Context: an optimization exercise on an open-source flow, tuned for a short achievable clock period and few clock cycles. The choices shown serve that exercise and are no tape-out recipe.
Only simulation tests tie the RTL to the original design; equivalence was not proved.
The flow treats the clock pin as an ideal source, which a real chip does not have.
Power is estimated from default activity; no workload was simulated.

===== flow/flow/run.sh =====
#!/bin/bash
# Standard ORFS layout with: synthesis mapped for delay (no full-adder cells),
# plain buffers on the ports, setup repair aimed well inside the clock period,
# and antenna repair with a margin in global routing (pre_grt.tcl).
# The make output is in flow.log, each step's log in orfs/logs.
set -e
export BUFFER_PORTS_ARGS="-buffer_cell sky130_fd_sc_hd__buf_4"
export PRE_GLOBAL_ROUTE_TCL=$PWD/flow/pre_grt.tcl
bash standard.sh ADDER_MAP_FILE= ABC_CLOCK_PERIOD_IN_PS=1000 SETUP_SLACK_MARGIN=7.5 TNS_END_PERCENT=5 finish > flow.log 2>&1

===== flow/flow/pre_grt.tcl =====
# Repair antennas in global routing with a margin, so that detailed routing
# finds none left and does not have to route again after inserting diodes.
rename repair_antennas orfs_repair_antennas
proc repair_antennas {args} { orfs_repair_antennas {*}$args -ratio_margin 30 }

===== flow/standard.sh =====
#!/bin/bash
# synth_recipe.tcl (not shown) runs the flow's synth.tcl, then flattens the netlist and writes it again
# the make line also repeats each setting of config.mk as NAME=value (left out here)
make -C /OpenROAD-flow-scripts/flow DESIGN_CONFIG=/design/flow/config.mk WORK_HOME=/design/flow/orfs CLKGATE_MAP_FILE= SYNTH_SCRIPT=/design/flow/synth_recipe.tcl "${@:-finish}"

===== flow/config.mk =====
export PLATFORM = sky130hd
export DESIGN_NAME = top
export DESIGN_NICKNAME = top
export VERILOG_FILES = /design/flow/design.v
export SDC_FILE = /design/flow/constraint.sdc
export NUM_CORES = 8
export LEC_CHECK = 0
export CAP_MARGIN = 20
export CORE_MARGIN = 2
export CORE_UTILIZATION = 40
export SLEW_MARGIN = 20

===== flow/constraint.sdc =====
create_clock -name core_clock -period 11.0 [get_ports {clk}]
set_input_delay 2.2000 -clock core_clock [delete_from_list [all_inputs] [get_ports {clk}]]
set_output_delay 2.2000 -clock core_clock [all_outputs]
set_load 0.01 [all_outputs]

===== flow/design.v =====
`timescale 1ns/1ps
module top(input clk, sys_rst,
           input [15:0] din,
           output [15:0] dout,
           output dout_valid,
           output din_ack,
           output [15:0] imem_addr,
           input [31:0] imem_data,
           output halted
);
    localparam [4:0] OP_MOVSGPR = 5'd0,  OP_MOV  = 5'd1,  OP_ADD  = 5'd2,  OP_SUB  = 5'd3,
                     OP_MUL     = 5'd4,  OP_OR   = 5'd5,  OP_AND  = 5'd6,  OP_XOR  = 5'd7,
                     OP_XNOR    = 5'd8,  OP_NAND = 5'd9,  OP_NOR  = 5'd10, OP_NOT  = 5'd11,
                     OP_GPR_DM  = 5'd12, OP_DIN_DM = 5'd13, OP_DM_DOUT = 5'd14, OP_DM_GPR = 5'd15,
                     OP_JUMP    = 5'd16, OP_JC   = 5'd17, OP_JNC  = 5'd18, OP_JS   = 5'd19,
                     OP_JNS     = 5'd20, OP_JZ   = 5'd21, OP_JNZ  = 5'd22, OP_JV   = 5'd23,
                     OP_JNV     = 5'd24, OP_HALT = 5'd25;
    integer i;
    genvar g;
    reg [15:0] GPR [0:31];
    reg [255:0] data_mem;                 
    reg [15:0] SGPR;
    reg        fS, fZ, fC, fV;           
    reg [15:0] PC;                        
    reg        a_v;                       
    reg        a_ok;                      
    reg [15:0] a_pc, a_pcp1, a_pred;      
    reg        a_eqn;                     
    reg        a_bpt;                     
    reg        w_ok, y_ok;
    reg [15:0] w_pc, y_pc, y_pcp1;
    reg [31:0] w_w, y_w;
    reg        f_go;
    reg [15:0] f_pc;
    reg [31:0] f_w0, f_w1;
    reg        d_v, s_v;
    reg [31:0] d_ir, s_ir;
    reg [15:0] d_pc, d_pcp1;
    reg [15:0] s_pc, s_pcp1;
    reg        d_eqt, d_eqn, s_eqt, s_eqn;    
    reg [13:0] d_dec, s_dec;              
    reg        hlt;                       
    reg        halted_r;
    localparam NB = 8;
    reg [NB-1:0] bt_v;
    reg [15:0]   bt_pc  [0:NB-1];
    reg [15:0]   bt_tgt [0:NB-1];
    reg [1:0]    bt_ctr [0:NB-1];
    reg [2:0]    bt_ptr;
    localparam NC = 32;
    reg [NC-1:0] cp_v;
    reg [10:0]   cp_tag [0:NC-1];         
    reg [31:0]   cp_w0  [0:NC-1];         
    reg [31:0]   cp_w1  [0:NC-1];         
    assign imem_addr = PC;
    wire [15:0] pc_inc = PC + 16'd1;
    reg  [15:0] bp_tgt;
    reg         bp_tk;
    always @(*) begin
        bp_tgt = 16'h0;
        bp_tk  = 1'b0;
        for (i = 0; i < NB; i = i + 1)
            if (bt_v[i] && bt_pc[i] == PC && bt_ctr[i][1]) begin
                bp_tk  = 1'b1;
                bp_tgt = bp_tgt | bt_tgt[i];
            end
    end
    wire [15:0] pred_next = bp_tk ? bp_tgt : pc_inc;
    reg        x_v;                       
    reg        x_mul;
    reg        x_wr;                      
    reg [4:0]  x_rd;
    reg [15:0] x_a, x_bl, x_ba;           
    reg        x_cin;
    reg [15:0] x_p;                       
    reg [3:0]  x_tt;                      
    reg        x_sadd, x_slog, x_ssg;     
    reg        x_add, x_sub;
    reg        x_st, x_din, x_dout;
    reg [3:0]  x_ma;
    reg [15:0] x_mv;                      
    reg        x_br, x_jmp, x_tk;
    reg [15:0] x_pc, x_tgt;
    reg        wb_v;
    reg [4:0]  wb_rd;
    reg [15:0] wb_val;
    reg        m_v;
    reg [4:0]  m_rd;
    reg [31:0] m_s, m_c;                  
    reg        m_z;                       
    wire [31:0] m_prod = m_s + m_c;
    wire [15:0] m_lo = m_prod[15:0];
    wire [15:0] ad_g = x_a & x_ba;
    wire [15:0] ad_p = x_a ^ x_ba;
    wire [15:0] pg [0:4];
    wire [15:0] pp_ [0:4];
    assign pg[0]  = {ad_g[15:1], ad_g[0] | (ad_p[0] & x_cin)};
    assign pp_[0] = ad_p;
    generate
        for (g = 0; g < 4; g = g + 1) begin : ks
            localparam integer D = 1 << g;
            assign pg[g+1]  = pg[g] | (pp_[g] & (pg[g] << D));
            assign pp_[g+1] = pp_[g] & ((pp_[g] << D) | {{(16-D){1'b0}}, {D{1'b1}}});
        end
    endgenerate
    wire [16:0] ad_c = {pg[4], x_cin};             
    wire [15:0] x_sum = ad_p ^ ad_c[15:0];
    wire        x_cout = ad_c[16];
    wire x_zsum = (ad_p[0] == x_cin) & (&(ad_p[15:1] ~^ (x_a[14:0] | x_ba[14:0])));
    wire [15:0] x_log;
    generate for (g = 0; g < 16; g = g + 1) begin : lg
        assign x_log[g] = x_tt[{x_a[g], x_bl[g]}];
    end endgenerate
    wire [15:0] sgpr_now = m_v ? m_prod[31:16] : SGPR;
    wire [15:0] x_res_b = x_sadd ? x_sum :
                          x_slog ? x_log :
                          x_ssg  ? SGPR  : x_p;
    wire [15:0] x_res = (x_ssg & m_v) ? m_prod[31:16] : x_res_b;
    wire x_mz = (x_a == 16'h0) | (x_bl == 16'h0);
    wire xf_S = x_res[15];
    wire [16:0] m_lo17 = {1'b0, m_s[15:0]} + {1'b0, m_c[15:0]};
    wire        m_cl = m_lo17[16];
    wire [15:0] mh_p = m_s[31:16] ^ m_c[31:16];
    wire        m_zhi = (mh_p[0] == m_cl) & (&(mh_p[15:1] ~^ (m_s[30:16] | m_c[30:16])));
    wire xf_Z = (x_ssg & m_v) ? m_zhi : ~|x_res_b;
    wire xf_C = x_add & x_cout;
    wire xf_V = (x_add | x_sub) &
                ((~x_a[15] & ~x_ba[15] & x_sum[15]) | (x_a[15] & x_ba[15] & ~x_sum[15]));
    wire xa = x_v & ~x_mul;               
    wire eZx = x_sadd ? x_zsum : x_slog ? ~|x_log : x_ssg ? ~|SGPR : ~|x_p;
    wire eSx = x_sadd ? x_sum[15] : x_slog ? x_log[15] : x_ssg ? SGPR[15] : x_p[15];
    wire eS = xa ? eSx : fS;
    wire eZ = x_v ? (x_mul ? x_mz : eZx) : (m_v ? m_z : fZ);
    wire eC = xa ? xf_C : ((x_v | m_v) ? 1'b0 : fC);
    wire eV = xa ? xf_V : ((x_v | m_v) ? 1'b0 : fV);
    function [63:0] csa;    
        input [31:0] p, q, r;
        csa = {(((p & q) | (p & r) | (q & r)) << 1), p ^ q ^ r};
    endfunction
    reg [31:0] pp [0:15];
    reg [31:0] l1 [0:10];
    reg [31:0] l2 [0:7];
    reg [31:0] l3 [0:5];
    reg [31:0] l4 [0:3];
    reg [31:0] l5 [0:2];
    reg [31:0] ms_n, mc_n;
    integer k;
    always @(*) begin
        for (k = 0; k < 16; k = k + 1)
            pp[k] = x_bl[k] ? ({16'h0, x_a} << k) : 32'h0;
        {l1[1], l1[0]}  = csa(pp[0], pp[1], pp[2]);
        {l1[3], l1[2]}  = csa(pp[3], pp[4], pp[5]);
        {l1[5], l1[4]}  = csa(pp[6], pp[7], pp[8]);
        {l1[7], l1[6]}  = csa(pp[9], pp[10], pp[11]);
        {l1[9], l1[8]}  = csa(pp[12], pp[13], pp[14]);
        l1[10] = pp[15];
        {l2[1], l2[0]}  = csa(l1[0], l1[1], l1[2]);
        {l2[3], l2[2]}  = csa(l1[3], l1[4], l1[5]);
        {l2[5], l2[4]}  = csa(l1[6], l1[7], l1[8]);
        l2[6] = l1[9];
        l2[7] = l1[10];
        {l3[1], l3[0]}  = csa(l2[0], l2[1], l2[2]);
        {l3[3], l3[2]}  = csa(l2[3], l2[4], l2[5]);
        l3[4] = l2[6];
        l3[5] = l2[7];
        {l4[1], l4[0]}  = csa(l3[0], l3[1], l3[2]);
        {l4[3], l4[2]}  = csa(l3[3], l3[4], l3[5]);
        {l5[1], l5[0]}  = csa(l4[0], l4[1], l4[2]);
        l5[2] = l4[3];
        {mc_n, ms_n}    = csa(l5[0], l5[1], l5[2]);
    end
    function [13:0] dec;
        input [31:0] w;
        reg [4:0] op;
        reg im, wr;
        begin
            op = w[31:27];
            im = w[16];
            wr = (op <= OP_NOT) || (op == OP_DM_GPR);
            dec[0]  = (op >= OP_JUMP) && (op <= OP_JNV);                  
            dec[1]  = (op == OP_JUMP);                                     
            dec[2]  = (op >= OP_JC) && (op <= OP_JNV);                     
            dec[3]  = ~op[0];                                              
            dec[4]  = (op == OP_HALT);
            dec[5]  = wr;
            dec[6]  = ((op == OP_MOV || op == OP_NOT) && !im) ||
                      (op >= OP_ADD && op <= OP_NOR) || (op == OP_GPR_DM);  
            dec[7]  = (op >= OP_ADD && op <= OP_NOR) && !im;               
            dec[8]  = ~wr;                                                 
            dec[9]  = (op == OP_JS) || (op == OP_JNS);
            dec[10] = (op == OP_JC) || (op == OP_JNC);
            dec[11] = (op == OP_JS) || (op == OP_JNS);
            dec[12] = (op == OP_JZ) || (op == OP_JNZ);
            dec[13] = (op == OP_JV) || (op == OP_JNV);
        end
    endfunction
    wire [4:0]  d_op   = d_ir[31:27];
    wire [4:0]  d_rd   = d_ir[26:22];
    wire [4:0]  d_rs1  = d_ir[21:17];
    wire        d_imm  = d_ir[16];
    wire [4:0]  d_rs2  = d_ir[15:11];
    wire [15:0] d_isrc = d_ir[15:0];
    wire d_isbr = d_dec[0];
    wire d_jmp  = d_dec[1];
    wire d_cnd  = d_dec[2];
    wire d_inv  = d_dec[3];               
    wire d_halt = d_dec[4];
    wire d_wr   = d_dec[5];
    wire d_useA = d_dec[6];
    wire d_useB = d_dec[7];
    wire d_useD = d_dec[8];
    wire d_js   = d_dec[9];
    wire eq_t  = d_eqt;
    wire eq_n  = d_eqn;
    wire stale = ~eq_t & ~eq_n;
    reg cond_r;
    always @(*) begin
        case (d_op)
            OP_JC, OP_JNC: cond_r = fC;
            OP_JS, OP_JNS: cond_r = fS;
            OP_JZ, OP_JNZ: cond_r = fZ;
            default:       cond_r = fV;
        endcase
        cond_r = cond_r ^ d_inv;
    end
    wire d_dep = (d_useA & (d_rs1 == x_rd)) | (d_useB & (d_rs2 == x_rd)) | (d_useD & (d_rd == x_rd));
    wire stall = (x_v & (x_mul | (x_ssg & m_v)) & d_dep) |
                 (d_js & ((x_v & x_mul) | (~x_v & m_v))) |
                 (d_cnd & x_v & x_ssg & m_v) |
                 (d_cnd & stale & (x_v | m_v));
    wire d_pop = d_v & ~stall;
    wire m_n = ~eq_n;                     
    wire m_t = ~eq_t;                     
    wire mis_f1 = d_inv ? m_n : m_t;      
    wire mis_f0 = d_inv ? m_t : m_n;      
    wire tC = d_dec[10];
    wire tS = d_dec[11];
    wire tZ = d_dec[12];
    wire tV = d_dec[13];
    wire xo = xa & ~x_sadd & ~x_slog;     
    wire fl_early = (tZ & ((xo & (x_ssg ? ~|SGPR : ~|x_p)) | (x_v & x_mul & x_mz) |
                           (~x_v & (m_v ? m_z : fZ)))) |
                    (tS & ((xo & (x_ssg ? SGPR[15] : x_p[15])) | (~xa & fS))) |
                    (tC & ~x_v & ~m_v & fC) |
                    (tV & ~x_v & ~m_v & fV);
    wire fl = fl_early |
              (tZ & xa & x_sadd & x_zsum) |
              (tZ & xa & x_slog & ~|x_log) |
              (tS & xa & x_sadd & x_sum[15]) |
              (tS & xa & x_slog & x_log[15]) |
              (tC & xa & x_add & x_cout) |
              (tV & xa & xf_V);
    wire m_nc = d_jmp ? m_t : m_n;
    wire rd1 = d_pop & (d_cnd ? mis_f1 : m_nc);    
    wire rd0 = d_pop & (d_cnd ? mis_f0 : m_nc);    
    wire redirect = fl ? rd1 : rd0;
    wire could = rd1 | rd0;                        
    wire d_cond = d_jmp | (d_cnd & (fl ^ d_inv));    
    wire r_t = d_jmp | (d_cnd & (stale ? cond_r : m_t));
    wire xw = xa & x_wr;
    function [15:0] gsel;
        input [4:0] ix;
        integer j;
        begin
            gsel = 16'h0;
            for (j = 0; j < 32; j = j + 1)
                gsel = gsel | (GPR[j] & {16{ix == j}});
        end
    endfunction
    wire [15:0] gA = gsel(d_rs1), gB = gsel(d_rs2), gD = gsel(d_rd);
    wire [15:0] rA  = (xw && x_rd == d_rs1) ? x_res_b : (m_v && m_rd == d_rs1) ? m_lo :
                      (wb_v && wb_rd == d_rs1) ? wb_val : gA;
    wire [15:0] rB  = (xw && x_rd == d_rs2) ? x_res_b : (m_v && m_rd == d_rs2) ? m_lo :
                      (wb_v && wb_rd == d_rs2) ? wb_val : gB;
    wire [15:0] rD  = (xw && x_rd == d_rd)  ? x_res_b : (m_v && m_rd == d_rd)  ? m_lo :
                      (wb_v && wb_rd == d_rd)  ? wb_val : gD;
    wire [15:0] opB = d_imm ? d_isrc : rB;
    wire [15:0] mv  = (x_v && x_st  && x_ma == d_isrc[3:0]) ? x_a :
                      (x_v && x_din && x_ma == d_isrc[3:0]) ? din : dm_rd;
    reg [15:0] dm_rd;
    always @(*) begin
        dm_rd = 16'h0;
        for (i = 0; i < 16; i = i + 1)
            dm_rd = dm_rd | (data_mem[16*i +: 16] & {16{d_isrc[3:0] == i}});
    end
    reg [15:0] d_p;
    reg [3:0]  d_tt;
    always @(*) begin
        case (d_op)
            OP_MOV:    d_p = d_imm ? d_isrc : rA;
            OP_NOT:    d_p = d_imm ? ~d_isrc : ~rA;
            OP_DM_GPR: d_p = mv;
            default:   d_p = rD;
        endcase
        case (d_op)
            OP_OR:   d_tt = 4'b1110;
            OP_AND:  d_tt = 4'b1000;
            OP_XOR:  d_tt = 4'b0110;
            OP_XNOR: d_tt = 4'b1001;
            OP_NAND: d_tt = 4'b0111;
            default: d_tt = 4'b0001;    
        endcase
    end
    wire [4:0]  t_ix = d_isrc[4:0];
    wire [4:0]  n_ix = d_pcp1[4:0];
    reg         t_h, n_h;
    reg  [31:0] t_w0, t_w1, n_w0, n_w1;
    always @(*) begin
        t_h = 1'b0; n_h = 1'b0;
        t_w0 = 32'h0; t_w1 = 32'h0; n_w0 = 32'h0; n_w1 = 32'h0;
        for (i = 0; i < NC; i = i + 1) begin
            t_h  = t_h  | (cp_v[i] & (t_ix == i) & (cp_tag[i] == d_isrc[15:5]));
            n_h  = n_h  | (cp_v[i] & (n_ix == i) & (cp_tag[i] == d_pcp1[15:5]));
            t_w0 = t_w0 | (cp_w0[i] & {32{t_ix == i}});
            t_w1 = t_w1 | (cp_w1[i] & {32{t_ix == i}});
            n_w0 = n_w0 | (cp_w0[i] & {32{n_ix == i}});
            n_w1 = n_w1 | (cp_w1[i] & {32{n_ix == i}});
        end
    end
    wire [15:0] t_a1 = d_isrc + 16'd1;
    wire [15:0] t_a2 = d_isrc + 16'd2;
    wire [15:0] n_a1 = d_pcp1 + 16'd1;
    wire [15:0] n_a2 = d_pcp1 + 16'd2;
    wire [15:0] r_a0 = r_t ? d_isrc : d_pcp1;
    wire [15:0] r_a1 = r_t ? t_a1 : n_a1;
    wire [15:0] r_a2 = r_t ? t_a2 : n_a2;
    wire [31:0] r_w0 = r_t ? t_w0 : n_w0;
    wire [31:0] r_w1 = r_t ? t_w1 : n_w1;
    wire        r_h  = r_t ? t_h : n_h;
    wire        r_s  = r_h & ~s_v;
    wire [15:0] r_pc = r_s ? r_a2 : r_h ? r_a1 : r_a0;
    wire kill_e = (d_pop & d_halt) | hlt;
    wire d_free = ~d_v | d_pop;
    wire s_v_n  = d_free ? (s_v & a_v) : (s_v | a_v);
    wire fetch_ok = ~kill_e & ~s_v_n;
    wire [15:0] a_isrc = imem_data[15:0];
    wire ej = a_v & ~a_bpt & ~kill_e & (imem_data[31:27] == OP_JUMP);
    wire a_eqt_e = ej | (a_isrc == a_pred);
    wire a_eqn_e = ~ej & a_eqn;
    wire inflight = ~r_h & (r_a0 == PC);
    assign halted     = halted_r;
    assign dout       = x_mv;
    assign dout_valid = x_dout;
    assign din_ack    = x_din;
    always @(posedge clk) begin
        if (sys_rst) begin
            PC   <= 16'h0;
            a_v  <= 1'b0;
            a_ok <= 1'b0;
            w_ok <= 1'b0;
            y_ok <= 1'b0;
            d_v  <= 1'b0;
            s_v  <= 1'b0;
            hlt  <= 1'b0;
            halted_r <= 1'b0;
        end else begin
            a_ok <= 1'b1;
            w_ok <= a_ok;
            y_ok <= w_ok;
            halted_r <= hlt | (d_v & d_halt);
            if (redirect) begin
                PC  <= inflight ? pred_next : r_pc;
                a_v <= inflight;
                d_v <= r_h;
                s_v <= r_s;
            end else begin
                if (ej)
                    PC <= a_isrc;
                else if (fetch_ok)
                    PC <= pred_next;
                a_v <= fetch_ok & ~ej;
                if (kill_e) begin
                    s_v <= 1'b0;
                    if (d_pop) d_v <= 1'b0;
                end else if (d_free) begin
                    if (s_v) begin
                        d_v <= 1'b1;
                        s_v <= a_v;
                    end else
                        d_v <= a_v;
                end else
                    s_v <= s_v | a_v;
            end
            if (d_pop & d_halt) hlt <= 1'b1;
        end
    end
    always @(posedge clk) begin
        a_pc   <= PC;
        a_pcp1 <= pc_inc;
        a_pred <= pred_next;
        a_eqn  <= ~bp_tk | (bp_tgt == pc_inc);
        a_bpt  <= bp_tk;
        w_pc   <= a_pc;
        w_w    <= imem_data;
        y_pc   <= w_pc;
        y_pcp1 <= w_pc + 16'd1;
        y_w    <= w_w;
        if (d_free) begin
            if (redirect) begin
                d_ir <= r_w0; d_pc <= r_a0; d_pcp1 <= r_a1; d_eqt <= 1'b0; d_eqn <= 1'b1; d_dec <= dec(r_w0);
            end else if (s_v) begin
                d_ir <= s_ir; d_pc <= s_pc; d_pcp1 <= s_pcp1; d_eqt <= s_eqt; d_eqn <= s_eqn; d_dec <= s_dec;
            end else begin
                d_ir <= imem_data; d_pc <= a_pc; d_pcp1 <= a_pcp1; d_eqt <= a_eqt_e; d_eqn <= a_eqn_e; d_dec <= dec(imem_data);
            end
        end
        if (could & ~s_v) begin
            s_ir <= r_w1; s_pc <= r_a1; s_pcp1 <= r_a2; s_eqt <= 1'b0; s_eqn <= 1'b1; s_dec <= dec(r_w1);
        end else if (d_free == s_v) begin
            s_ir <= imem_data; s_pc <= a_pc; s_pcp1 <= a_pcp1; s_eqt <= a_eqt_e; s_eqn <= a_eqn_e; s_dec <= dec(imem_data);
        end
    end
    always @(posedge clk) begin
        f_pc <= y_pc;
        f_w0 <= y_w;
        f_w1 <= w_w;
        if (f_go) begin
            cp_tag[f_pc[4:0]] <= f_pc[15:5];
            cp_w0[f_pc[4:0]]  <= f_w0;
            cp_w1[f_pc[4:0]]  <= f_w1;
        end
    end
    always @(posedge clk) begin
        if (sys_rst) begin
            f_go <= 1'b0;
            cp_v <= {NC{1'b0}};
        end else begin
            f_go <= w_ok & y_ok & (w_pc == y_pcp1);
            if (f_go) cp_v[f_pc[4:0]] <= 1'b1;
        end
    end
    always @(posedge clk) begin
        if (sys_rst) begin
            x_v <= 1'b0; x_din <= 1'b0; x_dout <= 1'b0; x_br <= 1'b0; m_v <= 1'b0; wb_v <= 1'b0;
            fS <= 1'b0; fZ <= 1'b0; fC <= 1'b0; fV <= 1'b0;
        end else begin
            if (xa) begin
                fS <= xf_S; fZ <= xf_Z; fC <= xf_C; fV <= xf_V;
            end else if (m_v) begin
                fS <= m_prod[31]; fZ <= m_z; fC <= 1'b0; fV <= 1'b0;
            end
            m_v    <= x_v & x_mul;
            wb_v   <= xw;
            x_v    <= d_pop & ~hlt;
            x_din  <= d_pop & ~hlt & (d_op == OP_DIN_DM);
            x_dout <= d_pop & ~hlt & (d_op == OP_DM_DOUT);
            x_br   <= d_pop & ~hlt & d_isbr;
        end
    end
    always @(posedge clk) begin
        m_rd   <= x_rd;
        m_s    <= ms_n;
        m_c    <= mc_n;
        m_z    <= x_mz;
        x_mul  <= (d_op == OP_MUL);
        x_wr   <= d_wr;
        x_rd   <= d_rd;
        x_a    <= rA;
        x_bl   <= opB;
        x_ba   <= (d_op == OP_SUB) ? ~opB : opB;
        x_cin  <= (d_op == OP_SUB);
        x_p    <= d_p;
        x_tt   <= d_tt;
        x_sadd <= (d_op == OP_ADD) | (d_op == OP_SUB);
        x_slog <= (d_op >= OP_OR) && (d_op <= OP_NOR);
        x_ssg  <= (d_op == OP_MOVSGPR);
        x_add  <= (d_op == OP_ADD);
        x_sub  <= (d_op == OP_SUB);
        x_st   <= (d_op == OP_GPR_DM);
        x_ma   <= d_isrc[3:0];
        x_mv   <= mv;
        x_jmp  <= d_jmp;
        x_tk   <= d_cond;
        x_pc   <= d_pc;
        x_tgt  <= d_isrc;
        wb_rd  <= x_rd;
        wb_val <= x_res;
        if (m_v) begin
            GPR[m_rd] <= m_lo;
            SGPR <= m_prod[31:16];
        end
        if (wb_v) GPR[wb_rd] <= wb_val;
        for (i = 0; i < 16; i = i + 1)
            if (x_ma == i) begin
                if (x_v && x_st) data_mem[16*i +: 16] <= x_a;
                if (x_din) data_mem[16*i +: 16] <= din;
            end
    end
    reg [NB-1:0] bt_hit, u_hit;
    reg          u_br, u_tk, u_jmp;
    reg [15:0]   u_pc, u_tgt;
    always @(*) begin
        for (i = 0; i < NB; i = i + 1)
            bt_hit[i] = bt_v[i] && (bt_pc[i] == x_pc);
    end
    always @(posedge clk) begin
        u_hit <= bt_hit;
        u_tk  <= x_tk;
        u_jmp <= x_jmp;
        u_pc  <= x_pc;
        u_tgt <= x_tgt;
        if (sys_rst)
            u_br <= 1'b0;
        else
            u_br <= x_br;
    end
    always @(posedge clk) begin
        if (sys_rst) begin
            bt_v   <= {NB{1'b0}};
            bt_ptr <= 3'd0;
        end else if (u_br && !(|u_hit) && u_tk) begin
            bt_v[bt_ptr] <= 1'b1;
            bt_ptr <= bt_ptr + 3'd1;
        end
    end
    always @(posedge clk) begin
        if (u_br) begin
            if (|u_hit) begin
                for (i = 0; i < NB; i = i + 1)
                    if (u_hit[i]) begin
                        bt_tgt[i] <= u_tgt;
                        if (u_jmp)
                            bt_ctr[i] <= 2'b11;
                        else if (u_tk)
                            bt_ctr[i] <= (bt_ctr[i] == 2'b11) ? 2'b11 : bt_ctr[i] + 2'b01;
                        else
                            bt_ctr[i] <= (bt_ctr[i] == 2'b00) ? 2'b00 : bt_ctr[i] - 2'b01;
                    end
            end else if (u_tk) begin
                bt_pc[bt_ptr]  <= u_pc;
                bt_tgt[bt_ptr] <= u_tgt;
                bt_ctr[bt_ptr] <= 2'b11;
            end
        end
    end
endmodule

==> results of run 1 <==
[registers in the layout, indices dropped and copies added (netlist names), 32 cells and up]
register	count
bt_pc	128
bt_tgt	128
cp_w1	1024
data_mem	256
cp_tag	352
f_w1	32
s_ir	32
cp_w0	1024
GPR	512
w_w	32
d_ir	32
cp_v	32
f_w0	32
[area by class of cell]
| cell class | count | share of cell area |
|---|---|---|
| multi-input combinational | 9118 | 0.3065 |
| clock buffer | 592 | 0.05553 |
| tap | 6198 | 0.03550 |
| clock inverter | 213 | 0.01153 |
| antenna | 91 | 0.001042 |
| sequential | 4153 | 0.5456 |
| timing repair buffer | 862 | 0.04202 |
| inverter | 130 | 0.002234 |
[metal layers]
| metal | GRT usage | part of all wire | vias up | wire [µm] |
|---|---|---|---|---|
| met5 | 0.01000 | 0.0015 | - | 1352 |
| met4 | 0.2638 | 0.096 | 98 | 88810 |
| met3 | 0.1665 | 0.18 | 5418 | 163400 |
| met2 | 0.5132 | 0.39 | 17600 | 363200 |
| met1 | 0.4586 | 0.33 | 76022 | 306700 |
| li1 | - | - | 58090 | - |
[through the flow]
step | std cells | area (µm²) | utilization
2_1_floorplan | 14393 | 188000 | -
3_3_place_gp | 20200 | 198100 | 0.4239
4_1_cts | 21100 | 215000 | 0.4601
5_1_grt | 21307 | 218300 | 0.4672
6_report | 21357 | 218500 | 0.4675
3_5_place_dp | 20203 | 198200 | 0.4241
[Yosys cell counts (all sizes together), types with 15 or more instances]
| library cell | instances | area, µm² |
|---|---|---|
| and3 | 30 | 187.7 |
| o31ai | 39 | 292.8 |
| a31oi | 45 | 287.8 |
| nand2b | 38 | 237.7 |
| o221ai | 22 | 192.7 |
| a211oi | 98 | 735.7 |
| a22o | 685 | 6000 |
| buf | 297 | 1215 |
| nand2 | 824 | 3093 |
| nor2 | 696 | 2613 |
| or3 | 23 | 143.9 |
| xnor2 | 710 | 6218 |
| o211ai | 32 | 245.2 |
| dfxtp | 557 | 11150 |
| a22oi | 1531 | 11490 |
| maj3 | 166 | 1664 |
| nand3b | 28 | 210.2 |
| nor4 | 299 | 1871 |
| o2111ai | 15 | 131.4 |
| clkbuf | 709 | 2661 |
| nor2b | 64 | 400.4 |
| mux2i | 204 | 2046 |
| a221oi | 709 | 6210 |
| nand3 | 200 | 1001 |
| o21ai | 262 | 1311 |
| mux2 | 56 | 634.4 |
| and2 | 34 | 212.7 |
| or3b | 19 | 166.4 |
| o22ai | 51 | 319.1 |
| nand4 | 587 | 3672 |
| a222oi | 34 | 340.3 |
| a21oi | 265 | 1326 |
| nor3 | 210 | 1051 |
| edfxtp | 3596 | 108000 |
| xor2 | 932 | 8170 |
| inv | 128 | 480.5 |
| or2 | 28 | 175.2 |
[layout by cell type (no fill, tap or decap), types with 204 or more instances in the layout]
| master | count |
|---|---|
| edfxtp_1 | 3596 |
| a22oi_1 | 1529 |
| xor2_1 | 929 |
| nand2_1 | 808 |
| xnor2_1 | 707 |
| a221oi_1 | 696 |
| a22o_1 | 685 |
| buf_4 | 606 |
| nand4_1 | 587 |
| nor2_1 | 524 |
| dfxtp_1 | 514 |
| clkbuf_16 | 453 |
| nor4_1 | 288 |
| a21oi_1 | 252 |
| o21ai_0 | 204 |
[cell families after synthesis]
kind of cell / count (synthesis)
buffers and inverters: 1136
and+or+nand+nor: 3138
adders and majority gates: 166
xor gates and xnor gates: 1646
DFF: 4153
AOI/OAI and AO/OA: 3894
muxes: 260
[path summary, 6_finish.rpt]
check	from	to	slack, ns	depth (start not counted)
max	d_ir[3]$_DFFE_PN_	d_dec[6]$_DFFE_PN_	6.33	15
min	y_pc[8]$_DFF_P_	f_pc[8]$_DFF_P_	0.31	0
max reg2reg	d_ir[3]$_DFFE_PN_	d_dec[6]$_DFFE_PN_	6.33	15
min reg2reg	y_pc[8]$_DFF_P_	f_pc[8]$_DFF_P_	0.31	0
[worst max-delay path: stages (launching register included)]
cell	delay, ns
edfxtp_1	0.41
buf_12	0.21
nor2_2	0.28
nand2_1	0.27
nor2_4	0.29
buf_4	0.47
buf_6	0.45
a22o_1	0.20
a221oi_1	0.05
nand4_1	0.16
nor4_1	0.07
a21oi_2	0.49
nand2_1	0.25
o2bb2ai_1	0.20
a21boi_0	0.12
mux2_2	0.31
[power by group through the flow]
| stage | Clock (mW) | Combinational, mW | Sequential (mW) |
|---|---|---|---|
| floorplan | 0 | 6.52 | 18.5 |
| global placement | 0 | 9.64 | 18.8 |
| detailed placement | 0 | 9.72 | 18.8 |
| CTS | 15.2 | 9.94 | 18.5 |
| global route | 15.9 | 11.0 | 18.5 |
| finish | 15.3 | 10.6 | 18.5 |
[timing repair]
item	CTS	global route
pin swaps	29	74
endpoints found under the setup margin	973	1030
buffers inserted	69	146
gates resized for setup	233	364
cloned	23	12
==> impl_metrics.tcl, run 1 <==
set metrics [dict create \
    synth.area.mux_share 0.01428 \
    core-area_um2 467300 \
    clk_latency_ns 1.18 \
    rsz0062_at_grt "true" \
    synth_seq_cells 4153 \
    holdBufCountCts 0 \
    worst_ep_required_time_ns 11.81 \
    crit_fanout 23 \
    grt_overflow 0 \
    synth_edf_count 3596 \
    synth_ff_type "edfxtp_1" \
    maxCapViolCount 0 \
    grt_pass1_vias 142890 \
    drt_wl_total_um 923400 \
    fin_crit_sh 0.4247 \
    track_usage 0.3715 \
    nets 14741 \
    synth-adder-area-share 0.008867 \
    drt-initial-drc-count 36932 \
    power_density_nw_per_um2 203.2 \
    die_y_um 689.0 \
    ys_seq_area_frac 0.6348 \
    wl_per_cell_um 43.24 \
    die_width_um 689.0 \
    ant_nets 0 \
    synth_compound_area_frac 0.1588 \
    fin_setup_tns_ns 0 \
    ys_types 86 \
    ys_warn_count 7 \
    p_leak_nw 71.15 \
    pin_count 85 \
    crit_type "reg -> reg" \
    irDropWorstVdd_uv 220.2 \
    fin_hold_ws_ns 0.3083 \
    fp-row-count 251 \
    htreeDepth 5 \
    switching_share 0.3160 \
    hp-class "reg -> reg" \
    power.switching_mw 14.03 \
    firstDrtPassIters 15 \
    gp_congestion 0.9709 \
    relSlewSlack 0.04200 \
    clockRootBuffer "clkbuf_16" \
    portBuffers 84 \
    fillers 40848 \
    status "finished clean" \
    total_power_mw 44.38 \
    multi_input_area_um2 66960 \
    yosys.area_share.simple 0.08284 \
    die_area_um2 474700 \
    postSynthCellCount 14393 \
    synth_area_um2 187700 \
    synth_top_family_by_area "compound AO/OA/AOI/OAI gates" \
    max_freq_mhz 214.0 \
    p_seq_frac 0.416 \
    hold_viol 0 \
    setup_violations 0 \
    cts_buffers 426 \
    start_kind "flop" \
    async_flop_share 0 \
    drc_errors 0 \
    finalClockSkew_ns 0.2190 \
    cts_buffer_depth 4 \
    vias 157228 \
    syn2layout_area_growth_pct 16.41 \
    drive_gt1_frac 0.1399 \
    clk_pin_slew_ns 0.07 \
    end_kind "flop" \
    synth_xor_area_frac 0.07717 \
    avgSynthCellArea_um2 13.04 \
    p_comb_frac 0.238 \
    cts_tree "yes" \
    antenna_found_initial 169 \
    place_ws_ns 4.761 \
    grt_pass1_wl_um 1216000 \
    period_minus_slack_ns 4.672 \
    regArea_um2 119200 \
    cp_data_arrival_time_ns 5.49 \
    power.share.clock 0.346 \
    grt_max_degree 124 \
    initial_utilization 0.4016 \
    finalMaxSlewViolations 0 \
    cell_internal_pwr_mw 30.36 \
    clock-sinks 4153 \
    vias_per_cell 7.362 \
    worstMarginPinSlew_ns 1.437 \
    setup_slack_ns 6.328 \
    dp_hpwl_um 485500 \
]
Testbench counts, summed over its fixed seeds: cycles 71,628.
==> run 2, diff against run 1 <==
--- a/flow/design.v
+++ b/flow/design.v
@@ -39,6 +39,7 @@
     reg [15:0] s_pc, s_pcp1;
     reg        d_eqt, d_eqn, s_eqt, s_eqn;    
     reg [13:0] d_dec, s_dec;              
+    reg [31:0] d_tix, d_nix, s_tix, s_nix;    
     reg        hlt;                       
     reg        halted_r;
     localparam NB = 8;
@@ -88,29 +89,19 @@
     reg [4:0]  m_rd;
     reg [31:0] m_s, m_c;                  
     reg        m_z;                       
-    wire [31:0] m_prod = m_s + m_c;
+    wire [31:0] m_prod;
+    wire        m_zhi;
+    vp_add32 madd(.s(m_s), .c(m_c), .sum(m_prod), .zhi(m_zhi));
     wire [15:0] m_lo = m_prod[15:0];
-    wire [15:0] ad_g = x_a & x_ba;
-    wire [15:0] ad_p = x_a ^ x_ba;
-    wire [15:0] pg [0:4];
-    wire [15:0] pp_ [0:4];
-    assign pg[0]  = {ad_g[15:1], ad_g[0] | (ad_p[0] & x_cin)};
-    assign pp_[0] = ad_p;
-    generate
-        for (g = 0; g < 4; g = g + 1) begin : ks
-            localparam integer D = 1 << g;
-            assign pg[g+1]  = pg[g] | (pp_[g] & (pg[g] << D));
-            assign pp_[g+1] = pp_[g] & ((pp_[g] << D) | {{(16-D){1'b0}}, {D{1'b1}}});
-        end
-    endgenerate
-    wire [16:0] ad_c = {pg[4], x_cin};             
-    wire [15:0] x_sum = ad_p ^ ad_c[15:0];
-    wire        x_cout = ad_c[16];
-    wire x_zsum = (ad_p[0] == x_cin) & (&(ad_p[15:1] ~^ (x_a[14:0] | x_ba[14:0])));
-    wire [15:0] x_log;
-    generate for (g = 0; g < 16; g = g + 1) begin : lg
-        assign x_log[g] = x_tt[{x_a[g], x_bl[g]}];
-    end endgenerate
+    wire [15:0] x_sum, x_log;
+    wire        x_cout, x_zsum, x_zlog, x_ovf;
+    wire        fl, redirect;
+    wire [5:0]  fl_k;
+    wire        fl_early, rd1, rd0;
+    vp_alu alu(.a(x_a), .b(x_ba), .bl(x_bl), .cin(x_cin), .tt(x_tt),
+               .k(fl_k), .fl_early(fl_early), .rd1(rd1), .rd0(rd0),
+               .sum(x_sum), .cout(x_cout), .zsum(x_zsum), .ovf(x_ovf), .log(x_log), .zlog(x_zlog),
+               .fl(fl), .redirect(redirect));
     wire [15:0] sgpr_now = m_v ? m_prod[31:16] : SGPR;
     wire [15:0] x_res_b = x_sadd ? x_sum :
                           x_slog ? x_log :
@@ -118,21 +109,17 @@
     wire [15:0] x_res = (x_ssg & m_v) ? m_prod[31:16] : x_res_b;
     wire x_mz = (x_a == 16'h0) | (x_bl == 16'h0);
     wire xf_S = x_res[15];
-    wire [16:0] m_lo17 = {1'b0, m_s[15:0]} + {1'b0, m_c[15:0]};
-    wire        m_cl = m_lo17[16];
-    wire [15:0] mh_p = m_s[31:16] ^ m_c[31:16];
-    wire        m_zhi = (mh_p[0] == m_cl) & (&(mh_p[15:1] ~^ (m_s[30:16] | m_c[30:16])));
     wire xf_Z = (x_ssg & m_v) ? m_zhi : ~|x_res_b;
     wire xf_C = x_add & x_cout;
-    wire xf_V = (x_add | x_sub) &
-                ((~x_a[15] & ~x_ba[15] & x_sum[15]) | (x_a[15] & x_ba[15] & ~x_sum[15]));
+    wire xf_V = (x_add | x_sub) & x_ovf;
     wire xa = x_v & ~x_mul;               
-    wire eZx = x_sadd ? x_zsum : x_slog ? ~|x_log : x_ssg ? ~|SGPR : ~|x_p;
+    wire eZx = x_sadd ? x_zsum : x_slog ? x_zlog : x_ssg ? ~|SGPR : ~|x_p;
     wire eSx = x_sadd ? x_sum[15] : x_slog ? x_log[15] : x_ssg ? SGPR[15] : x_p[15];
     wire eS = xa ? eSx : fS;
     wire eZ = x_v ? (x_mul ? x_mz : eZx) : (m_v ? m_z : fZ);
     wire eC = xa ? xf_C : ((x_v | m_v) ? 1'b0 : fC);
     wire eV = xa ? xf_V : ((x_v | m_v) ? 1'b0 : fV);
+    reg [31:0] ms_n, mc_n;
     function [63:0] csa;    
         input [31:0] p, q, r;
         csa = {(((p & q) | (p & r) | (q & r)) << 1), p ^ q ^ r};
@@ -143,7 +130,6 @@
     reg [31:0] l3 [0:5];
     reg [31:0] l4 [0:3];
     reg [31:0] l5 [0:2];
-    reg [31:0] ms_n, mc_n;
     integer k;
     always @(*) begin
         for (k = 0; k < 16; k = k + 1)
@@ -213,16 +199,6 @@
     wire eq_t  = d_eqt;
     wire eq_n  = d_eqn;
     wire stale = ~eq_t & ~eq_n;
-    reg cond_r;
-    always @(*) begin
-        case (d_op)
-            OP_JC, OP_JNC: cond_r = fC;
-            OP_JS, OP_JNS: cond_r = fS;
-            OP_JZ, OP_JNZ: cond_r = fZ;
-            default:       cond_r = fV;
-        endcase
-        cond_r = cond_r ^ d_inv;
-    end
     wire d_dep = (d_useA & (d_rs1 == x_rd)) | (d_useB & (d_rs2 == x_rd)) | (d_useD & (d_rd == x_rd));
     wire stall = (x_v & (x_mul | (x_ssg & m_v)) & d_dep) |
                  (d_js & ((x_v & x_mul) | (~x_v & m_v))) |
@@ -238,24 +214,19 @@
     wire tZ = d_dec[12];
     wire tV = d_dec[13];
     wire xo = xa & ~x_sadd & ~x_slog;     
-    wire fl_early = (tZ & ((xo & (x_ssg ? ~|SGPR : ~|x_p)) | (x_v & x_mul & x_mz) |
+    assign fl_early = (tZ & ((xo & (x_ssg ? ~|SGPR : ~|x_p)) | (x_v & x_mul & x_mz) |
                            (~x_v & (m_v ? m_z : fZ)))) |
                     (tS & ((xo & (x_ssg ? SGPR[15] : x_p[15])) | (~xa & fS))) |
                     (tC & ~x_v & ~m_v & fC) |
                     (tV & ~x_v & ~m_v & fV);
-    wire fl = fl_early |
-              (tZ & xa & x_sadd & x_zsum) |
-              (tZ & xa & x_slog & ~|x_log) |
-              (tS & xa & x_sadd & x_sum[15]) |
-              (tS & xa & x_slog & x_log[15]) |
-              (tC & xa & x_add & x_cout) |
-              (tV & xa & xf_V);
+    assign fl_k = {tV & xa & (x_add | x_sub), tC & xa & x_add, tS & xa & x_slog,
+                   tS & xa & x_sadd, tZ & xa & x_slog, tZ & xa & x_sadd};
     wire m_nc = d_jmp ? m_t : m_n;
-    wire rd1 = d_pop & (d_cnd ? mis_f1 : m_nc);    
-    wire rd0 = d_pop & (d_cnd ? mis_f0 : m_nc);    
-    wire redirect = fl ? rd1 : rd0;
+    assign rd1 = d_pop & (d_cnd ? mis_f1 : m_nc);    
+    assign rd0 = d_pop & (d_cnd ? mis_f0 : m_nc);    
     wire could = rd1 | rd0;                        
     wire d_cond = d_jmp | (d_cnd & (fl ^ d_inv));    
+    wire cond_r = ((tC & fC) | (tS & fS) | (tZ & fZ) | (tV & fV)) ^ d_inv;
     wire r_t = d_jmp | (d_cnd & (stale ? cond_r : m_t));
     wire xw = xa & x_wr;
     function [15:0] gsel;
@@ -301,20 +272,18 @@
             default: d_tt = 4'b0001;    
         endcase
     end
-    wire [4:0]  t_ix = d_isrc[4:0];
-    wire [4:0]  n_ix = d_pcp1[4:0];
     reg         t_h, n_h;
     reg  [31:0] t_w0, t_w1, n_w0, n_w1;
     always @(*) begin
         t_h = 1'b0; n_h = 1'b0;
         t_w0 = 32'h0; t_w1 = 32'h0; n_w0 = 32'h0; n_w1 = 32'h0;
         for (i = 0; i < NC; i = i + 1) begin
-            t_h  = t_h  | (cp_v[i] & (t_ix == i) & (cp_tag[i] == d_isrc[15:5]));
-            n_h  = n_h  | (cp_v[i] & (n_ix == i) & (cp_tag[i] == d_pcp1[15:5]));
-            t_w0 = t_w0 | (cp_w0[i] & {32{t_ix == i}});
-            t_w1 = t_w1 | (cp_w1[i] & {32{t_ix == i}});
-            n_w0 = n_w0 | (cp_w0[i] & {32{n_ix == i}});
-            n_w1 = n_w1 | (cp_w1[i] & {32{n_ix == i}});
+            t_h  = t_h  | (cp_v[i] & d_tix[i] & (cp_tag[i] == d_isrc[15:5]));
+            n_h  = n_h  | (cp_v[i] & d_nix[i] & (cp_tag[i] == d_pcp1[15:5]));
+            t_w0 = t_w0 | (cp_w0[i] & {32{d_tix[i]}});
+            t_w1 = t_w1 | (cp_w1[i] & {32{d_tix[i]}});
+            n_w0 = n_w0 | (cp_w0[i] & {32{d_nix[i]}});
+            n_w1 = n_w1 | (cp_w1[i] & {32{d_nix[i]}});
         end
     end
     wire [15:0] t_a1 = d_isrc + 16'd1;
@@ -334,9 +303,11 @@
     wire s_v_n  = d_free ? (s_v & a_v) : (s_v | a_v);
     wire fetch_ok = ~kill_e & ~s_v_n;
     wire [15:0] a_isrc = imem_data[15:0];
-    wire ej = a_v & ~a_bpt & ~kill_e & (imem_data[31:27] == OP_JUMP);
+    wire ej = a_v & ~a_bpt & (imem_data[31:27] == OP_JUMP);
     wire a_eqt_e = ej | (a_isrc == a_pred);
     wire a_eqn_e = ~ej & a_eqn;
+    wire [31:0] a_tix = 32'h1 << imem_data[4:0];
+    wire [31:0] a_nix = 32'h1 << a_pcp1[4:0];
     wire inflight = ~r_h & (r_a0 == PC);
     assign halted     = halted_r;
     assign dout       = x_mv;
@@ -388,7 +359,7 @@
         a_pc   <= PC;
         a_pcp1 <= pc_inc;
         a_pred <= pred_next;
-        a_eqn  <= ~bp_tk | (bp_tgt == pc_inc);
+        a_eqn  <= ~bp_tk;
         a_bpt  <= bp_tk;
         w_pc   <= a_pc;
         w_w    <= imem_data;
@@ -398,16 +369,21 @@
         if (d_free) begin
             if (redirect) begin
                 d_ir <= r_w0; d_pc <= r_a0; d_pcp1 <= r_a1; d_eqt <= 1'b0; d_eqn <= 1'b1; d_dec <= dec(r_w0);
+                d_tix <= 32'h1 << r_w0[4:0]; d_nix <= 32'h1 << r_a1[4:0];
             end else if (s_v) begin
                 d_ir <= s_ir; d_pc <= s_pc; d_pcp1 <= s_pcp1; d_eqt <= s_eqt; d_eqn <= s_eqn; d_dec <= s_dec;
+                d_tix <= s_tix; d_nix <= s_nix;
             end else begin
                 d_ir <= imem_data; d_pc <= a_pc; d_pcp1 <= a_pcp1; d_eqt <= a_eqt_e; d_eqn <= a_eqn_e; d_dec <= dec(imem_data);
+                d_tix <= a_tix; d_nix <= a_nix;
             end
         end
         if (could & ~s_v) begin
             s_ir <= r_w1; s_pc <= r_a1; s_pcp1 <= r_a2; s_eqt <= 1'b0; s_eqn <= 1'b1; s_dec <= dec(r_w1);
+            s_tix <= 32'h1 << r_w1[4:0]; s_nix <= 32'h1 << r_a2[4:0];
         end else if (d_free == s_v) begin
             s_ir <= imem_data; s_pc <= a_pc; s_pcp1 <= a_pcp1; s_eqt <= a_eqt_e; s_eqn <= a_eqn_e; s_dec <= dec(imem_data);
+            s_tix <= a_tix; s_nix <= a_nix;
         end
     end
     always @(posedge clk) begin
@@ -534,3 +510,40 @@
         end
     end
 endmodule
+module vp_alu(input [15:0] a, b, bl, input cin, input [3:0] tt,
+              input [5:0] k, input fl_early, rd1, rd0,
+              output [15:0] sum, output cout, zsum, ovf,
+              output [15:0] log, output zlog, output fl, redirect);
+    genvar g;
+    wire [15:0] ag = a & b;
+    wire [15:0] ap = a ^ b;
+    wire [15:0] pg [0:4];
+    wire [15:0] pp [0:4];
+    assign pg[0] = {ag[15:1], ag[0] | (ap[0] & cin)};
+    assign pp[0] = ap;
+    generate
+        for (g = 0; g < 4; g = g + 1) begin : ks
+            localparam integer D = 1 << g;
+            assign pg[g+1] = pg[g] | (pp[g] & (pg[g] << D));
+            assign pp[g+1] = pp[g] & ((pp[g] << D) | {{(16-D){1'b0}}, {D{1'b1}}});
+        end
+        for (g = 0; g < 16; g = g + 1) begin : lg
+            assign log[g] = tt[{a[g], bl[g]}];
+        end
+    endgenerate
+    wire [16:0] c = {pg[4], cin};               
+    assign sum  = ap ^ c[15:0];
+    assign cout = c[16];
+    assign zsum = (ap[0] == cin) & (&(ap[15:1] ~^ (a[14:0] | b[14:0])));
+    assign ovf  = c[15] ^ c[16];
+    assign zlog = ~|log;
+    assign fl = fl_early | (k[0] & zsum) | (k[1] & zlog) | (k[2] & sum[15]) |
+                (k[3] & log[15]) | (k[4] & cout) | (k[5] & ovf);
+    assign redirect = fl ? rd1 : rd0;
+endmodule
+module vp_add32(input [31:0] s, c, output [31:0] sum, output zhi);
+    assign sum = s + c;
+    wire [16:0] lo = {1'b0, s[15:0]} + {1'b0, c[15:0]};
+    wire [15:0] hp = s[31:16] ^ c[31:16];
+    assign zhi = (hp[0] == lo[16]) & (&(hp[15:1] ~^ (s[30:16] | c[30:16])));
+endmodule
==> flow/flow/run.sh (replaced) <==
#!/bin/bash
# Standard ORFS layout with: synthesis mapped for delay (no full-adder cells,
# modules synthesized separately), plain buffers on the ports, and setup
# repair aimed well inside the clock period (stepwise after CTS, see
# post_cts.tcl). The make output is in flow.log, each step's log in orfs/logs.
set -e
export BUFFER_PORTS_ARGS="-buffer_cell sky130_fd_sc_hd__buf_4"
export POST_CTS_TCL=$PWD/flow/post_cts.tcl
bash standard.sh ADDER_MAP_FILE= ABC_CLOCK_PERIOD_IN_PS=1000 SETUP_SLACK_MARGIN=7.5 TNS_END_PERCENT=5 \
    CORE_UTILIZATION=60 SYNTH_HIERARCHICAL=1 finish > flow.log 2>&1
==> flow/flow/post_cts.tcl (new file) <==
# Stronger setup repair after CTS: raise the target step by step, so that the
# repair does not stall on the worst path before the others are fixed.
foreach m {6.0 6.5 7.0 7.2 7.4 7.6 7.8} {
  log_cmd repair_timing -setup -setup_margin $m -repair_tns 100 -max_passes 200 -match_cell_footprint
}
set result [catch { detailed_placement } msg]
if { $result != 0 } { error "Detailed placement failed after repair: $msg" }
check_placement -verbose
--- a/flow/config.mk
+++ b/flow/config.mk
@@ -7,5 +7,6 @@
 export LEC_CHECK = 0
 export CAP_MARGIN = 20
 export CORE_MARGIN = 2
-export CORE_UTILIZATION = 40
+export CORE_UTILIZATION = 60
 export SLEW_MARGIN = 20
+export SYNTH_HIERARCHICAL = 1
removed: flow/flow/pre_grt.tcl
==> run 2 against run 1 <==
  * Critical path depth decreased by 2
  * Wire length grew 6.7%
  * Global-route usage increased by 21 points
  * Critical path type unchanged
  * Setup slack improved by 0.78 ns
  * Now fails the layout checks on antenna rules
  * Highest routed layer unchanged
  * Largest power group unchanged
  * Fmax up 20%
  * Synthesized area up 4.4%
==> impl_metrics.tcl, run 2 <==
set metrics [dict create \
    status "finished with violations" \
    checkFailReasons "antenna rules" \
    drc_errors 0 \
    period_minus_slack_ns 3.891 \
    grt_max_degree 148 \
    holdPathStages 0 \
    r2r-start "d_nix[28]$_DFFE_PN_" \
    startpoint "d_nix[28]$_DFFE_PN_" \
    start_kind "flop" \
    gp_congestion 1.012 \
    min_from "w_w[8]$_DFF_P_" \
    path_cells "buf_6 > buf_8 > nand3_1 > nor4_1 > nor4_1 > nand4_1 > or3_4 > nand2_8 > buf_6 > a21oi_4 > nand2_2 > xor2_2 > a2111oi_4" \
    dp_hpwl_um 489100 \
    syn2layout_area_growth_pct 21.20 \
    firstDrtPassIters 17 \
    vias 176813 \
    rrSetupSlack_ns 7.11 \
    fin_crit_sh 0.3537 \
    final_cell_mix "edfxtp_1 (3724), a22oi_1 (1703), xnor2_1 (1189), nand2_1 (808), buf_4 (713)" \
    die_area_um2 331100 \
    antenna_found_initial 87 \
    finalMaxSlewViolations 0 \
    setup_slack_ns 7.109 \
    drt-initial-drc-count 40190 \
    fin_setup_tns_ns 0 \
    portBuffers 84 \
    grt_pass1_wl_um 1318000 \
    place_ws_ns 5.700 \
    layout_commonest_cell "edfxtp_1" \
    finalClockSkew_ns 0.1099 \
    clock-sinks 4281 \
    track_usage 0.5782 \
    drt_wl_total_um 984900 \
    core-area_um2 324500 \
    relSlewSlack 0.05168 \
    hold_end "f_w1[8]$_DFF_P_" \
    power_density_nw_per_um2 228.9 \
    max_freq_mhz 257.0 \
    fp-row-count 209 \
    cts_tree "yes" \
    drive_gt1_frac 0.2067 \
    grt_overflow 0 \
    setup_violations 0 \
    wl_per_cell_um 47.40 \
    crit_type "reg -> reg" \
    cp_data_arrival_time_ns 4.81 \
    vias_per_cell 8.509 \
    hp-class "reg -> reg" \
    postSynthCellCount 15132 \
    initial_utilization 0.6037 \
    crit_slowest_cell "nor4_1" \
    die_y_um 575.4 \
    cpPeakStageDelay_ns 0.60 \
    fin_hold_ws_ns 0.3046 \
    clk_latency_ns 1.09 \
    maxCapViolCount 0 \
    grt_pass1_vias 163269 \
    p_leak_nw 78.20 \
    synth_area_um2 195900 \
    worstMarginPinSlew_ns 1.383 \
    pin_count 85 \
    clk_pin_slew_ns 0.07 \
    hold_viol 0 \
    fillers 20486 \
    nets 16003 \
    rsz0062_at_grt "true" \
    die_width_um 575.4 \
    end_kind "flop" \
    reg2regPathDepth 13 \
    crit_fanout 29 \
    ys_warn_count 14 \
    avgSynthCellArea_um2 12.95 \
    ant_nets 1 \
    reg2reg_to "PC[12]$_SDFFE_PP0P_" \
    irDropWorstVdd_uv 332.0 \
    worst_ep_required_time_ns 11.92 \
]
[run 2: changes by cell type in the layout (fill, tap and decap cells not counted), moves of 68 or more]
cell,change
buf_16,+68
nand4_1,+112
buf_4,+107
a22oi_1,+174
buf_6,+196
mux2i_1,-97
o21ai_0,-92
xnor2_1,+482
edfxtp_1,+128
xor2_1,-589
nor4_1,-130
a221oi_1,-114
buf_12,+138
[run 2: through the flow]
| stage | std cells | util | power (mW) | cell area, µm² |
|---|---|---|---|---|
| finish | 20780 | 0.7317 | 54.36 | 237500 |
| floorplan | 15158 | - | 29.02 | 196200 |
| global route | 20674 | 0.7309 | 55.05 | 237200 |
| detailed placement | 18959 | 0.6241 | 34.04 | 202500 |
| global placement | 18952 | 0.6236 | 33.82 | 202400 |
[run 2: critical path, delay by kind of cell, from the launching register on]
| family | cells | cell delay [ns] |
|---|---|---|
| XOR/XNOR | 1 | 0.18 |
| flip-flops | 1 | 0.34 |
| AO/OA/AOI/OAI | 2 | 0.52 |
| buffers and inverters | 3 | 1.01 |
| AND/OR/NAND/NOR | 7 | 1.63 |
[run 2: worst max-delay path by stage]
stage | slack, ns | cells past startpoint | end
final | 7.11 | 13 | PC[12]$_SDFFE_PP0P_
after floorplan | 6.35 | 3 | cp_tag[28][0]$_DFFE_PP_
after global placement | 5.51 | 19 | PC[2]$_SDFFE_PP0P_
after global routing | 7.14 | 2 | imem_addr[9]
after detailed placement | 5.70 | 19 | PC[13]$_SDFFE_PP0P_
[run 2: report_power, final]
part	leakage (nW)	switching (mW)	internal, mW
logic	32.1	11.5	7.16
clock network	7.35	6.77	9.12
registers	38.7	0.881	19.0
total	78.2	19.1	35.2
[run 2: area by class of cell]
| class | instances | area (µm²) | share of cell area |
|---|---|---|---|
| antenna | 120 | 300.3 | 0.001265 |
| clock buffer | 566 | 11860 | 0.04996 |
| clock inverter | 247 | 3211 | 0.01352 |
| inverter | 117 | 467.9 | 0.001971 |
| multi-input combinational | 9683 | 74700 | 0.3146 |
| sequential | 4281 | 123200 | 0.5188 |
| tap | 4325 | 5411 | 0.02279 |
| timing repair buffer | 1441 | 18300 | 0.07708 |
[run 2: layer usage]
layer	up-vias	GRT usage	part of all wire
li1	62170	-	-
met1	83630	0.6708	0.30
met2	22777	0.7588	0.38
met3	8141	0.3312	0.20
met4	95	0.4926	0.12
met5	-	0.03931	0.0022
Testbench counts of run 2, summed over its fixed seeds: cycles 71,631.
==> run 3, diff against run 2 <==
--- a/flow/design.v
+++ b/flow/design.v
@@ -44,7 +44,7 @@
     reg        halted_r;
     localparam NB = 8;
     reg [NB-1:0] bt_v;
-    reg [15:0]   bt_pc  [0:NB-1];
+    reg [9:0]    bt_pc  [0:NB-1];          
     reg [15:0]   bt_tgt [0:NB-1];
     reg [1:0]    bt_ctr [0:NB-1];
     reg [2:0]    bt_ptr;
@@ -61,7 +61,7 @@
         bp_tgt = 16'h0;
         bp_tk  = 1'b0;
         for (i = 0; i < NB; i = i + 1)
-            if (bt_v[i] && bt_pc[i] == PC && bt_ctr[i][1]) begin
+            if (bt_v[i] && bt_pc[i] == PC[9:0] && bt_ctr[i][1]) begin
                 bp_tk  = 1'b1;
                 bp_tgt = bp_tgt | bt_tgt[i];
             end
@@ -467,7 +467,7 @@
     reg [15:0]   u_pc, u_tgt;
     always @(*) begin
         for (i = 0; i < NB; i = i + 1)
-            bt_hit[i] = bt_v[i] && (bt_pc[i] == x_pc);
+            bt_hit[i] = bt_v[i] && (bt_pc[i] == x_pc[9:0]);
     end
     always @(posedge clk) begin
         u_hit <= bt_hit;
@@ -503,7 +503,7 @@
                             bt_ctr[i] <= (bt_ctr[i] == 2'b00) ? 2'b00 : bt_ctr[i] - 2'b01;
                     end
             end else if (u_tk) begin
-                bt_pc[bt_ptr]  <= u_pc;
+                bt_pc[bt_ptr]  <= u_pc[9:0];
                 bt_tgt[bt_ptr] <= u_tgt;
                 bt_ctr[bt_ptr] <= 2'b11;
             end
==> flow/flow/run.sh (replaced) <==
#!/bin/bash
# Standard ORFS layout with: synthesis mapped for delay (no full-adder cells,
# modules synthesized separately), plain buffers on the ports, setup repair
# aimed well inside the clock period (stepwise after CTS, see post_cts.tcl),
# and antenna repair with a margin in global routing (pre_grt.tcl).
# The make output is in flow.log, each step's log in orfs/logs.
set -e
export BUFFER_PORTS_ARGS="-buffer_cell sky130_fd_sc_hd__buf_4"
export POST_CTS_TCL=$PWD/flow/post_cts.tcl
export PRE_GLOBAL_ROUTE_TCL=$PWD/flow/pre_grt.tcl
bash standard.sh ADDER_MAP_FILE= ABC_CLOCK_PERIOD_IN_PS=1000 SETUP_SLACK_MARGIN=7.5 TNS_END_PERCENT=5 \
    CORE_UTILIZATION=50 SYNTH_HIERARCHICAL=1 finish > flow.log 2>&1
==> flow/flow/pre_grt.tcl (new file) <==
# Repair antennas in global routing with a margin, so that detailed routing
# finds none left and does not have to route again after inserting diodes.
rename repair_antennas orfs_repair_antennas
proc repair_antennas {args} { orfs_repair_antennas {*}$args -ratio_margin 30 }
--- a/flow/config.mk
+++ b/flow/config.mk
@@ -7,6 +7,6 @@
 export LEC_CHECK = 0
 export CAP_MARGIN = 20
 export CORE_MARGIN = 2
-export CORE_UTILIZATION = 60
+export CORE_UTILIZATION = 50
 export SLEW_MARGIN = 20
 export SYNTH_HIERARCHICAL = 1
==> run 3 against run 2 <==
  * The run now finishes clean
  * Wire length increased by 2.1%
  * Cell count is 0.83% higher
  * Core utilization is 13 points lower
  * Synthesized cell count down 2.4%
  * Highest routed layer unchanged
  * Clock skew rose by 0.0014 ns
  * Largest cell class unchanged
==> impl_metrics.tcl, run 3 <==
set metrics [dict create \
    hold_viol 0 \
    clock-sinks 4209 \
    pin_count 85 \
    avgSynthCellArea_um2 13.07 \
    die_y_um 625.4 \
    track_usage 0.5000 \
    power_density_nw_per_um2 225.7 \
    gp_congestion 0.9964 \
    nets 15393 \
    ant_nets 0 \
    hp-class "reg -> reg" \
    finalMaxSlewViolations 0 \
    layout_commonest_cell "edfxtp_1" \
    drt-initial-drc-count 38141 \
    vias 167999 \
    drt_wl_total_um 1006000 \
    crit_fanout 21 \
    postSynthCellCount 14771 \
    period_minus_slack_ns 4.009 \
    cts_tree "yes" \
    initial_utilization 0.5014 \
    worst_ep_required_time_ns 11.89 \
    ys_warn_count 14 \
    clk_pin_slew_ns 0.06 \
    crit_type "reg -> reg" \
    max_freq_mhz 249.4 \
    fin_setup_tns_ns 0 \
    portBuffers 84 \
    fin_crit_sh 0.3644 \
    die_width_um 625.4 \
    wl_per_cell_um 48.01 \
    drive_gt1_frac 0.1952 \
    vias_per_cell 8.018 \
    grt_max_degree 129 \
    grt_pass1_vias 155010 \
    grt_pass1_wl_um 1337000 \
    antenna_found_initial 213 \
    finalClockSkew_ns 0.1112 \
    synth_area_um2 193100 \
    fillers 29457 \
    maxCapViolCount 0 \
    start_kind "flop" \
    syn2layout_area_growth_pct 20.66 \
    end_kind "flop" \
    irDropWorstVdd_uv 982.9 \
    worstMarginPinSlew_ns 1.363 \
    rsz0062_at_grt "true" \
    firstDrtPassIters 13 \
    clk_latency_ns 1.13 \
    status "finished clean" \
    p_leak_nw 77.88 \
    setup_violations 0 \
    core-area_um2 385100 \
    utilization 0.6050 \
    grt_overflow 0 \
    final_cell_mix "edfxtp_1 (3664), a22oi_1 (1297), a22o_1 (803), a221oi_1 (771), nand2_1 (710)" \
    die_area_um2 391200 \
    dp_hpwl_um 506000 \
    relSlewSlack 0.09164 \
    fp-row-count 228 \
    cp_data_arrival_time_ns 4.90 \
    drc_errors 0 \
]
## run 3: layer usage
metal | track usage | part of all wire
met1 | 0.5950 | 0.32
met2 | 0.6926 | 0.40
met3 | 0.2286 | 0.17
met4 | 0.4035 | 0.11
met5 | 0.01383 | 0.00085
## run 3: path summary, 6_finish.rpt
kind | startpoint | end | slack, ns | cells past startpoint
max | d_tix[3]$_DFFE_PN_ | d_tix[29]$_DFFE_PN_ | 6.99 | 11
min | y_pc[13]$_DFF_P_ | f_pc[13]$_DFF_P_ | 0.32 | 0
max reg2reg | d_tix[3]$_DFFE_PN_ | d_tix[29]$_DFFE_PN_ | 6.99 | 11
min reg2reg | y_pc[13]$_DFF_P_ | f_pc[13]$_DFF_P_ | 0.32 | 0
## run 3: layout make-up
type / instances / area, µm² / area share
Sequential cell: 4209 / 121200 / 0.5200
Multi-Input combinational cell: 9346 / 72830 / 0.3126
Timing Repair Buffer: 1249 / 17070 / 0.07326
Clock buffer: 568 / 11910 / 0.05110
Tap cell: 5060 / 6331 / 0.02717
Clock inverter: 260 / 2910 / 0.01249
Antenna cell: 162 / 405.4 / 0.001740
Inverter: 97 / 384.1 / 0.001649
Timing Repair inverter: 1 / 7.507 / 0.00003222
## run 3: where the power goes
part / internal, mW / total [mW] / switching, mW / leakage (nW)
clock: 8.82 / 15.6 / 6.78 / 7.20
sequential: 18.6 / 19.2 / 0.640 / 38.0
combinational: 7.00 / 17.7 / 10.7 / 32.7
## run 3: per-stage QoR
stage / std cells / area [µm²] / power [mW] / worst slack (ns) / hold slack [ns]
2_1_floorplan: 14797 / 193300 / 28.43 / 6.345 / 0.3096
3_3_place_gp: 19323 / 200900 / 33.32 / 5.784 / 0.3101
3_5_place_dp: 19327 / 201000 / 33.51 / 5.730 / 0.3121
5_1_grt: 20838 / 232700 / 53.65 / 7.039 / 0.3084
6_report: 20952 / 233000 / 52.58 / 6.991 / 0.3234
## run 3: worst max-delay path: stages (launching register included)
cell and delay (ns):
edfxtp_1 0.35, buf_4 0.36, buf_6 0.37, a22o_1 0.27, a221oi_1 0.21, nand4_1 0.17, nor3_1 0.49, nand2_1 0.35
nand2_4 0.25, nand3_1 0.33, or4_1 0.51, o21ai_1 0.08
Testbench counts of run 3, summed over its fixed seeds: cycles 71,631.

==> port drivers added, routing unchanged <==
The flow's constraints put no driver on any port. The routed layouts listed below were extracted and timed again, unchanged, in two steps. Step 1 sets driving cells, clkbuf_16 on the clock port and buf_2 on the other inputs (assumed; they add their load-dependent delay and slew). Step 2 adds t to the input delays and takes it off the output delays; t is the mean of the earliest and latest rising clock arrival at the registers after step 1. Input paths then give back, and output paths get back, about the clock's delay inside the block. Three values: ideal ports, drivers, drivers and shift; two values: the first two.
run	shift t [ns]	setup slack, ns	worst setup path after step 2	worst register clock-pin slew, ns	worst slew at a driven data input, ns
run 1	1.199	6.328 / 6.328 / 6.124	input to register	0.07 / 0.07	0.31
run 2	1.163	7.109 / 6.999 / 6.285	input to register	0.07 / 0.07	0.28
run 3	1.179	6.991 / 6.991 / 6.624	input to register	0.07 / 0.07	0.26
The setup slack of run 2, which loses most, moves by -0.110 ns with the drivers and by -0.824 ns with both steps.
